From an optimization exercise on the open Yosys and OpenROAD flow, aimed at small area; shortcuts taken in it are not production practice. RTL that was checked went through simulation tests only; none was proved equivalent to the original.

job 101:
## pattern_comparator
module pattern_comparator #(
    parameter WIDTH = 32
)(
    input i_clk,
    input i_rst_n,
    input i_Type_comp,
    input [1:0] i_state,
    input i_enable_buffer,
    input enable_pattern_comparitor,
    input wire [WIDTH-1:0] i_local_gen_0, i_local_gen_1, i_local_gen_2, i_local_gen_3,
    input wire [WIDTH-1:0] i_local_gen_4, i_local_gen_5, i_local_gen_6, i_local_gen_7,
    input wire [WIDTH-1:0] i_local_gen_8, i_local_gen_9, i_local_gen_10, i_local_gen_11,
    input wire [WIDTH-1:0] i_local_gen_12, i_local_gen_13, i_local_gen_14, i_local_gen_15,
    input wire [WIDTH-1:0] i_Data_by_0, i_Data_by_1, i_Data_by_2, i_Data_by_3,
    input wire [WIDTH-1:0] i_Data_by_4, i_Data_by_5, i_Data_by_6, i_Data_by_7,
    input wire [WIDTH-1:0] i_Data_by_8, i_Data_by_9, i_Data_by_10, i_Data_by_11,
    input wire [WIDTH-1:0] i_Data_by_12, i_Data_by_13, i_Data_by_14, i_Data_by_15,
    input [11:0] i_Max_error_Threshold_per_lane,
    input [15:0] i_Max_error_Threshold_aggregate,
    output reg [15:0] o_per_lane_error,
    output wire o_error_done
);
Settings: LEC_CHECK=0, ABC_CLOCK_PERIOD_IN_PS=18000, CAP_MARGIN=20, CORE_AREA=3 3 477 197, DIE_AREA=0 0 480 200, SLEW_MARGIN=20; clock period 18.0 ns.
standard.sh (not shown) runs the stock make flow with config.mk's settings and CLKGATE_MAP_FILE= SYNTH_SCRIPT=/design/flow/synth_recipe.tcl, a recipe that flattens the netlist after the stock synthesis.
==> flow/flow/run.sh <==
#!/bin/bash
# Own layout flow: the standard ORFS flow (standard.sh) with
#  - a synthesis script derived from synth_recipe.tcl: yosys synth without its
#    internal ABC pass (so extract_fa sees the full adders as written), full
#    adders extracted before half adders, and an area-oriented ABC script
#    (flow/abc_area.script) for the final mapping; registers are untouched;
#  - port buffers made from the smallest buffer cell;
#  - clock tree synthesis without dummy loads, from small clock buffers;
#  - more antenna repair iterations after detailed routing.
set -uo pipefail
W=$(pwd)
F=$W/flow
{
  echo 'proc extract_fa {args} { yosys extract_fa -fa {*}$args; yosys opt_clean; yosys extract_fa -ha {*}$args; yosys opt_clean }'
  echo "proc abc {args} { set i [lsearch -exact \$args -script]; if {\$i >= 0} { lset args [expr {\$i + 1}] $F/abc_area.script }; yosys abc {*}\$args }"
  sed '1s/.*/proc synth {args} { yosys synth -nofsm -noshare -noabc {*}$args }/' synth_recipe.tcl
} > my_synth.tcl
sed "s#SYNTH_SCRIPT=[^ ]*#SYNTH_SCRIPT=$W/my_synth.tcl#" standard.sh > my_standard.sh
export BUFFER_PORTS_ARGS="-buffer_cell sky130_fd_sc_hd__buf_1"
export CTS_ARGS="-sink_clustering_enable -repair_clock_nets -dont_use_dummy_load -sink_clustering_size 24 -sink_clustering_max_diameter 70 -buf_list {sky130_fd_sc_hd__clkbuf_16}"
export MAX_REPAIR_ANTENNAS_ITER_DRT=10
bash my_standard.sh finish > make_finish.log 2>&1
==> flow/flow/abc_area.script <==
strash
&get -n
&st
&syn2
&dch -f
&nf -R 1000 -a
&st
&syn2
&dch -f
&nf -R 1000 -a
&st
&dch -f
&nf -R 1000 -a
&put
topo
dnsize
Modified inputs, job 102 compared to job 101
--- a/flow/flow/run.sh
+++ b/flow/flow/run.sh
@@ -6,5 +6,5 @@
 #    (flow/abc_area.script) for the final mapping; registers are untouched;
 #  - port buffers made from the smallest buffer cell;
-#  - clock tree synthesis without dummy loads, from small clock buffers;
+#  - clock tree synthesis without dummy loads;
 #  - more antenna repair iterations after detailed routing.
 set -uo pipefail
@@ -18,5 +18,5 @@
 sed "s#SYNTH_SCRIPT=[^ ]*#SYNTH_SCRIPT=$W/my_synth.tcl#" standard.sh > my_standard.sh
 export BUFFER_PORTS_ARGS="-buffer_cell sky130_fd_sc_hd__buf_1"
-export CTS_ARGS="-sink_clustering_enable -repair_clock_nets -dont_use_dummy_load -sink_clustering_size 24 -sink_clustering_max_diameter 70 -buf_list {sky130_fd_sc_hd__clkbuf_16}"
+export CTS_ARGS="-sink_clustering_enable -repair_clock_nets -dont_use_dummy_load"
 export MAX_REPAIR_ANTENNAS_ITER_DRT=10
 bash my_standard.sh finish > make_finish.log 2>&1
==> comparison <==
The maximum frequency of job 102 exceeds that of job 101 by 0.98%. Per the comparison of job 102 with job 101, final cycle utilization of the critical path fell 0.65 points, final wirelength rose 670 um.

build 2:
Another version of the RTL of pattern_comparator (not shown whole).
For scale: about 34000 µm² of cells after synthesis.
clock: 18.0 ns
lec_check: 0
abc_clock_period_in_ps: 18000
cap_margin: 20
core_margin: 2
core_utilization: 40
slew_margin: 20
synth_hierarchical: 1
run.sh (not shown) runs the stock make flow with config.mk's settings and CLKGATE_MAP_FILE= SYNTH_SCRIPT=/design/flow/synth_recipe.tcl, a recipe that flattens the netlist after the stock synthesis.
Stock flow here: none of the scripts above is used.
Status: build 2 FAILED at I/O pin placement (tool error)
The inputs of build 18 differ from those of build 2 as listed below.
==> flow/flow/run.sh (new file) <==
#!/bin/bash
# Standard ORFS layout with the port buffers made from the smallest buffer cell.
set -uo pipefail
export BUFFER_PORTS_ARGS="-buffer_cell sky130_fd_sc_hd__buf_1"
bash standard.sh synth > make_synth.log 2>&1 || exit 1
bash standard.sh finish > make_finish.log 2>&1 || exit 1
==> flow/standard.sh (new file) <==
#!/bin/bash
# synth_recipe.tcl (not shown) runs the flow's synth.tcl, then flattens the netlist and writes it again
# the make line also repeats each setting of config.mk as NAME=value (left out here)
make -C /OpenROAD-flow-scripts/flow DESIGN_CONFIG=/design/flow/config.mk WORK_HOME=/design/flow/orfs CLKGATE_MAP_FILE= SYNTH_SCRIPT=/design/flow/synth_recipe.tcl "${@:-finish}"
--- a/flow/config.mk
+++ b/flow/config.mk
@@ -8,6 +8,6 @@
 export ABC_CLOCK_PERIOD_IN_PS = 18000
 export CAP_MARGIN = 20
-export CORE_MARGIN = 2
-export CORE_UTILIZATION = 40
+export CORE_AREA = 3 3 477 197
+export DIE_AREA = 0 0 480 200
 export SLEW_MARGIN = 20
 export SYNTH_HIERARCHICAL = 1
removed: flow/run.sh
--- outcome ---
- Compared with build 2, in build 18 starting utilization of the core area -2.9 points; die outline height -32%; area after synthesis ~0 delta.
- Looking at the logs for build 18 and build 2, the single run that did not finish was build 2.
- Although it ran to completion, build 18 produced a layout that fails the final checks because of antenna rules.
Here is what was changed in the inputs of build 52 compared with build 18.
==> flow/run.sh (new file) <==
#!/bin/bash
# synth_recipe.tcl (not shown) runs the flow's synth.tcl, then flattens the netlist and writes it again
# the make line also repeats each setting of config.mk as NAME=value (left out here)
make -C /OpenROAD-flow-scripts/flow DESIGN_CONFIG=/design/flow/config.mk WORK_HOME=/design/flow/orfs CLKGATE_MAP_FILE= SYNTH_SCRIPT=/design/flow/synth_recipe.tcl finish
--- a/flow/config.mk
+++ b/flow/config.mk
@@ -8,6 +8,6 @@
 export ABC_CLOCK_PERIOD_IN_PS = 18000
 export CAP_MARGIN = 20
-export CORE_AREA = 3 3 477 197
-export DIE_AREA = 0 0 480 200
+export CORE_AREA = 3 3 557 137
+export DIE_AREA = 0 0 560 140
 export SLEW_MARGIN = 20
 export SYNTH_HIERARCHICAL = 1
removed: flow/flow/run.sh
removed: flow/standard.sh
Results
- Run status, build 52: aborted in global routing, error GRT-0116
- Build 18 → build 52: clock tree buffer depth shows no meaningful change, maximum level of the CTS H-tree closely matched the old numbers.
- Sort build 52 and build 18 by worst setup slack after placement desc -> top: build 18
- Floorplan die width: build 52 and build 18 compared, lower one is build 18
- Number of placement rows was lower in the run labelled build 52.
- Starting density of the core: build 52 and build 18 compared, lower one is build 18
- Delta (build 52 minus build 18): number of CTS-inserted buffers lower, placer congestion estimate higher, buffers inserted during post-CTS setup optimization roughly the same.
Function was not checked in any run of this note: the RTL went through the layout flow alone.

-- port drivers added, routing unchanged --
In the flow no input, the clock included, has a driving cell. The finished layouts below were timed again as built, in two steps. Step 1, drivers: a clkbuf_16 drives i_clk and a buf_2 each remaining input, both assumed. Step 2 also shifts input and output timing later by t, the mid clock arrival at the registers, as if the neighbouring blocks saw the same clock. a / b / c = ideal / step 1 / step 2; a / b = the first two.
run | shift t [ns] | setup slack, ns | worst register clock-pin slew, ns
job 101 | 0.603 | 5.848 / 5.882 / 5.278 | 0.12 / 0.12
job 102 | 0.655 | 5.965 / 6.000 / 5.344 | 0.08 / 0.08
build 18 | 0.696 | 6.300 / 6.346 / 5.650 | 0.08 / 0.08
For build 18, which loses most, drivers alone change the setup slack by +0.046 ns; drivers and shift together by -0.650 ns.
